This is an optimization exercise on Yosys and OpenROAD, whose aim is a short achievable clock period and few clock cycles, not a production implementation. At most, simulation tests tie the RTL to the original design; equivalence was not proved. No activity file was given, so power comes from the tool's default toggle rates.

Setup of alpha:
Design cpu, start of the top module:
module cpu(input clk, input rst_n, input [7:0] start_pc, input [15:0] ram_r_data,
           output waiting, output [15:0] out, output [15:0] ram_w_data, output N, output V, output Z, output [7:0] ram_addr, output ram_w_en);
  localparam K = 6;                
  reg [15:0] rf [0:7];
  reg [7:0]  addr_q, pc_q;
  reg        wen_q;
  reg [15:0] wdata_q;
  reg        fetch_q;              
  reg        arr_q;                
  reg [15:0] bq [0:K-1];           
  reg [K-1:0] bv;                  
  reg [15:0] ir;
  reg        ir_v;
  reg        d_movi, d_ldr, d_str, d_halt, d_wr, d_add, d_out, d_cmp, d_and, d_notb;
  reg [2:0]  d_dest;
  reg [7:0]  d_rn_oh, d_rm_oh, d_rd_oh;
  reg [6:0]  d_bsel;               
  reg [2:0]  f_ex, f_wb, f_ld, f_rf;   
  reg        stall_q;
  reg        cons_q;               
  reg [15:0] a_q, b_q;
  reg        ex_add, ex_and, ex_notb;    
  reg        ex_wr, ex_out, ex_cmp, ex_ldr, ex_str;
  reg [2:0]  ex_dest;
  reg [7:0]  ex_imm;
  reg [7:0]  wb_lo, wb_h0, wb_h1;
  reg        wb_c;
  reg [15:0] wb_l;
  reg        wb_add, wb_ldr, wb_outadd, wb_cmp;
  reg [7:0]  wb_wr_oh;
  reg [2:0]  wb_dest;
  reg [7:0]  w2_oh;                
  reg        wb_z, wb_db, wb_dh0, wb_dh1, wb_a15, wb_b15;
  reg [15:0] out_q, out_s;
  reg        z_q, n_q, v_q, z_s, n_s, v_s;
  reg        wait_q;
  assign waiting    = wait_q;
  assign out        = out_q;
  assign ram_w_data = wdata_q;
  assign ram_addr   = addr_q;
  assign ram_w_en   = wen_q;
  assign Z = z_q;
  assign N = n_q;
  assign V = v_q;
  wire [8:0]  lo  = {1'b0, a_q[7:0]} + {1'b0, b_q[7:0]};
  wire [7:0]  h0  = a_q[15:8] + b_q[15:8];
  wire [7:0]  h1  = a_q[15:8] - ~b_q[15:8];         
  wire [8:0]  dlo = {1'b0, a_q[7:0]} - {1'b0, b_q[7:0]};
  wire [7:0]  dh0 = a_q[15:8] - b_q[15:8];
  wire [7:0]  dh1 = a_q[15:8] + ~b_q[15:8];         
  wire [15:0] ex_l = ex_and ? (a_q & b_q) : ex_notb ? ~b_q : b_q;
  ...
==> flow/config.mk <==
export PLATFORM = sky130hd
export DESIGN_NAME = cpu
export DESIGN_NICKNAME = cpu
export VERILOG_FILES = /design/flow/design.v
export SDC_FILE = /design/flow/constraint.sdc
export NUM_CORES = 4
export LEC_CHECK = 0
export ABC_CLOCK_PERIOD_IN_PS = 2000
export CAP_MARGIN = 20
export CORE_MARGIN = 2
export CORE_UTILIZATION = 40
export PLACE_DENSITY = 0.6
export SETUP_SLACK_MARGIN = 3.4
export SLEW_MARGIN = 20
==> flow/constraint.sdc <==
create_clock -name core_clock -period 5.5 [get_ports {clk}]
set_input_delay 1.1000 -clock core_clock [delete_from_list [all_inputs] [get_ports {clk}]]
set_output_delay 1.1000 -clock core_clock [all_outputs]
set_load 0.01 [all_outputs]
run.sh (not shown) runs the stock make flow with config.mk's settings and CLKGATE_MAP_FILE= SYNTH_SCRIPT=/design/flow/synth_recipe.tcl, a recipe that flattens the netlist after the stock synthesis.
--- input diff alpha..beta ---
-- flow/design.v --
<<< alpha, line 135
              h_wr, h_add, h_and, h_notb, h_cmp, h_out, h_dest, h_rn, h_rm, h_rd, h_bs,
              h_x, h_w, h_l);
  wire [2:0] i_fw = {3{cw}} & i_w, i_fl = {3{cl}} & i_l;
  wire [2:0] i_use = {i_ra, i_rbu, i_rcu};
>>> beta, line 135
              h_wr, h_add, h_and, h_notb, h_cmp, h_out, h_dest, h_rn, h_rm, h_rd, h_bs,
              h_x, h_w, h_l);
  wire r_movi, r_ldr, r_str, r_halt, r_ra, r_rbu, r_rcu, r_wr, r_add, r_and, r_notb, r_cmp, r_out;
  wire [2:0] r_dest; wire [7:0] r_rn, r_rm, r_rd; wire [6:0] r_bs;
  wire [2:0] r_x, r_w, r_l;
  idecoder DR(ram_r_data, d_dest, ex_dest, wb_dest, r_movi, r_ldr, r_str, r_halt, r_ra, r_rbu, r_rcu,
              r_wr, r_add, r_and, r_notb, r_cmp, r_out, r_dest, r_rn, r_rm, r_rd, r_bs,
              r_x, r_w, r_l);
  wire [2:0] i_fw = {3{cw}} & i_w, i_fl = {3{cl}} & i_l;
  wire [2:0] i_use = {i_ra, i_rbu, i_rcu};
<<< alpha, line 141
  wire [2:0] h_use = {h_ra, h_rbu, h_rcu};
  wire h_st = (d_add & |(h_use & h_fx)) | (ex_ldr & |(h_use & h_fw));
  wire nx_v = ~take | bv[0];
  always @(posedge clk) begin
    if (take) ir <= bq[0];
    if (!take) begin
      d_movi <= i_movi; d_ldr <= i_ldr; d_str <= i_str; d_halt <= i_halt;
>>> beta, line 147
  wire [2:0] h_use = {h_ra, h_rbu, h_rcu};
  wire h_st = (d_add & |(h_use & h_fx)) | (ex_ldr & |(h_use & h_fw));
  wire [2:0] r_fx = {3{cx}} & r_x, r_fw = {3{cw}} & r_w, r_fl = {3{cl}} & r_l;
  wire [2:0] r_use = {r_ra, r_rbu, r_rcu};
  wire r_st = (d_add & |(r_use & r_fx)) | (ex_ldr & |(r_use & r_fw));
  wire nx_v = ~take | bv[0] | arr_q;
  always @(posedge clk) begin
    if (take) ir <= from_b ? bq[0] : ram_r_data;
    if (!take) begin
      d_movi <= i_movi; d_ldr <= i_ldr; d_str <= i_str; d_halt <= i_halt;
<<< alpha, line 150
      d_rn_oh <= i_rn; d_rm_oh <= i_rm; d_rd_oh <= i_rd; d_bsel <= i_bs;
      f_ex <= 3'b000; f_wb <= i_fw; f_ld <= i_fl & ~i_fw; f_rf <= ~(i_fw | i_fl);
    end else begin
      d_movi <= h_movi; d_ldr <= h_ldr; d_str <= h_str; d_halt <= h_halt;
      d_wr <= h_wr; d_add <= h_add; d_and <= h_and; d_notb <= h_notb;
>>> beta, line 159
      d_rn_oh <= i_rn; d_rm_oh <= i_rm; d_rd_oh <= i_rd; d_bsel <= i_bs;
      f_ex <= 3'b000; f_wb <= i_fw; f_ld <= i_fl & ~i_fw; f_rf <= ~(i_fw | i_fl);
    end else if (from_b) begin
      d_movi <= h_movi; d_ldr <= h_ldr; d_str <= h_str; d_halt <= h_halt;
      d_wr <= h_wr; d_add <= h_add; d_and <= h_and; d_notb <= h_notb;
<<< alpha, line 157
      f_ex <= h_fx; f_wb <= h_fw & ~h_fx; f_ld <= h_fl & ~h_fw & ~h_fx;
      f_rf <= ~(h_fx | h_fw | h_fl);
    end
    if (!rst_n) begin
>>> beta, line 166
      f_ex <= h_fx; f_wb <= h_fw & ~h_fx; f_ld <= h_fl & ~h_fw & ~h_fx;
      f_rf <= ~(h_fx | h_fw | h_fl);
    end else begin
      d_movi <= r_movi; d_ldr <= r_ldr; d_str <= r_str; d_halt <= r_halt;
      d_wr <= r_wr; d_add <= r_add; d_and <= r_and; d_notb <= r_notb;
      d_cmp <= r_cmp; d_out <= r_out; d_dest <= r_dest;
      d_rn_oh <= r_rn; d_rm_oh <= r_rm; d_rd_oh <= r_rd; d_bsel <= r_bs;
      f_ex <= r_fx; f_wb <= r_fw & ~r_fx; f_ld <= r_fl & ~r_fw & ~r_fx;
      f_rf <= ~(r_fx | r_fw | r_fl);
    end
    if (!rst_n) begin
<<< alpha, line 164
    end else begin
      ir_v    <= nx_v;
      stall_q <= ~take ? i_st : h_st;
      cons_q  <= ~take ? (~i_halt & ~i_st) : (from_b & ~h_halt & ~h_st);
    end
  end
  wire pop  = from_b;
  wire push = arr_q;
  reg [15:0] sh_q [0:K-1];
  reg [K-1:0] sh_v;
>>> beta, line 180
    end else begin
      ir_v    <= nx_v;
      stall_q <= ~take ? i_st : from_b ? h_st : r_st;
      cons_q  <= ~take ? (~i_halt & ~i_st) :
                 from_b ? (~h_halt & ~h_st) : (arr_q & ~r_halt & ~r_st);
    end
  end
  wire pop  = from_b;
  wire push = arr_q & ~(take & ~bv[0]);
  reg [15:0] sh_q [0:K-1];
  reg [K-1:0] sh_v;
==> run notes <==
In beta the amount of wire on met2 after detailed routing turned out about 12% higher than in alpha.
Power consumed by the clock network in beta is about 11% lower than in alpha
Row power in combinational cells: beta higher / alpha lower
In the metrics for beta and alpha, the one carrying the higher post-DP HPWL is beta.
In terms of share of layout cells above drive strength 1, beta and alpha differ only marginally.
Comparing beta and alpha, post-synthesis cell count is higher on beta.
Testbench counts of beta, summed over its fixed seeds: cycles 13,816.
No functional check of the RTL was part of alpha.


cpu, a different RTL version from the one above (not shown whole).
For scale: ~23000 um2 of cells after synthesis.
clock: 5.5 ns
lec_check: 0
abc_clock_period_in_ps: 2000
cap_margin: 20
core_margin: 2
core_utilization: 40
place_density: 0.6
setup_slack_margin: 3.4
slew_margin: 20
Then changed:
--- a/flow/design.v
+++ b/flow/design.v
@@ -37,13 +37,13 @@
   assign x  = {rn == xd, rm == xd, rd == xd};
   assign wb = {rn == wd, rm == wd, rd == wd};
   assign l  = {rn == ld, rm == ld, rd == ld};
 endmodule
 module cpu(input clk, input rst_n, input [7:0] start_pc, input [15:0] ram_r_data,
            output waiting, output [15:0] out, output [15:0] ram_w_data, output N, output V, output Z, output [7:0] ram_addr, output ram_w_en);
-  localparam K = 4;                
+  localparam K = 6;                
   reg [15:0] rf [0:7];
   reg [7:0]  addr_q, pc_q;
   reg        wen_q;
   reg [15:0] wdata_q;
   reg        fetch_q;              
   reg        arr_q;                
@@ -137,21 +137,28 @@
   wire r_movi, r_ldr, r_str, r_halt, r_ra, r_rbu, r_rcu, r_wr, r_add, r_and, r_notb, r_cmp, r_out;
   wire [2:0] r_dest; wire [7:0] r_rn, r_rm, r_rd; wire [6:0] r_bs;
   wire [2:0] r_x, r_w, r_l;
   idecoder DR(ram_r_data, d_dest, ex_dest, wb_dest, r_movi, r_ldr, r_str, r_halt, r_ra, r_rbu, r_rcu,
               r_wr, r_add, r_and, r_notb, r_cmp, r_out, r_dest, r_rn, r_rm, r_rd, r_bs,
               r_x, r_w, r_l);
-  wire [2:0] i_fw = {3{cw}} & i_w, i_fl = {3{cl}} & i_l;
-  wire [2:0] i_use = {i_ra, i_rbu, i_rcu};
-  wire i_st = ex_ldr & |(i_use & i_fw);
-  wire [2:0] h_fx = {3{cx}} & h_x, h_fw = {3{cw}} & h_w, h_fl = {3{cl}} & h_l;
-  wire [2:0] h_use = {h_ra, h_rbu, h_rcu};
-  wire h_st = (d_add & |(h_use & h_fx)) | (ex_ldr & |(h_use & h_fw));
-  wire [2:0] r_fx = {3{cx}} & r_x, r_fw = {3{cw}} & r_w, r_fl = {3{cl}} & r_l;
-  wire [2:0] r_use = {r_ra, r_rbu, r_rcu};
-  wire r_st = (d_add & |(r_use & r_fx)) | (ex_ldr & |(r_use & r_fw));
+  wire [7:0] mx = cx ? (8'b1 << d_dest) : 8'h00;       
+  wire [7:0] mw = cw ? (8'b1 << ex_dest) : 8'h00;      
+  wire [7:0] ml = cl ? (8'b1 << wb_dest) : 8'h00;      
+  wire [7:0] ms = (d_add ? mx : 8'h00) | (ex_ldr ? mw : 8'h00);   
+  wire [7:0] mi = ex_ldr ? mw : 8'h00;                  
+  wire [2:0] i_fw = {|(i_rn & mw), |(i_rm & mw), |(i_rd & mw)};
+  wire [2:0] i_fl = {|(i_rn & ml), |(i_rm & ml), |(i_rd & ml)};
+  wire i_st = (i_ra & |(i_rn & mi)) | (i_rbu & |(i_rm & mi)) | (i_rcu & |(i_rd & mi));
+  wire [2:0] h_fx = {|(h_rn & mx), |(h_rm & mx), |(h_rd & mx)};
+  wire [2:0] h_fw = {|(h_rn & mw), |(h_rm & mw), |(h_rd & mw)};
+  wire [2:0] h_fl = {|(h_rn & ml), |(h_rm & ml), |(h_rd & ml)};
+  wire h_st = (h_ra & |(h_rn & ms)) | (h_rbu & |(h_rm & ms)) | (h_rcu & |(h_rd & ms));
+  wire [2:0] r_fx = {|(r_rn & mx), |(r_rm & mx), |(r_rd & mx)};
+  wire [2:0] r_fw = {|(r_rn & mw), |(r_rm & mw), |(r_rd & mw)};
+  wire [2:0] r_fl = {|(r_rn & ml), |(r_rm & ml), |(r_rd & ml)};
+  wire r_st = (r_ra & |(r_rn & ms)) | (r_rbu & |(r_rm & ms)) | (r_rcu & |(r_rd & ms));
   wire nx_v = ~take | bv[0] | arr_q;
   always @(posedge clk) begin
     if (take) ir <= from_b ? bq[0] : ram_r_data;
     if (!take) begin
       d_movi <= i_movi; d_ldr <= i_ldr; d_str <= i_str; d_halt <= i_halt;
       d_wr <= i_wr; d_add <= i_add; d_and <= i_and; d_notb <= i_notb;
What happened:
- The new run finished with timing, DRC and antenna clean
- clock power goes up by 11%
- setup slack gains 0.056 ns
- hold slack gains 0.0084 ns
- routed wire length goes up by 14%
- via count goes up by 12%
No run of this note included a check of the RTL's function; only the layout flow was run.

separate check: timing with driven ports:
No port has a modelled driver above. Below, the same layouts with a new extraction and two added sets of constraints. Step 1: set_driving_cell puts a clkbuf_16 on clk and a buf_2 on each other input, an assumption about the parent block. Step 2, shift: input delay + t, output delay - t, t = (earliest + latest rising clock arrival at the registers) / 2. This alone moves slack from input paths to output paths. Slacks: ideal ports / drivers / drivers and shift; pairs: ideal ports / drivers.
| run | t (ns) | setup WS [ns] | worst setup path at the end |
|---|---|---|---|
| alpha | 0.665 | 3.342 / 3.285 / 2.721 | input to register |
| beta | 0.669 | 3.331 / 3.293 / 2.778 | input to register |
| the first run of note 2 | 0.653 | 3.262 / 3.262 / 2.753 | input to register |
| the second run of note 2 | 0.692 | 3.319 / 3.250 / 2.748 | input to register |
After both steps setup and hold are still met in every run listed. For alpha, which loses most, drivers alone change the setup slack by -0.057 ns; drivers and shift together by -0.621 ns.
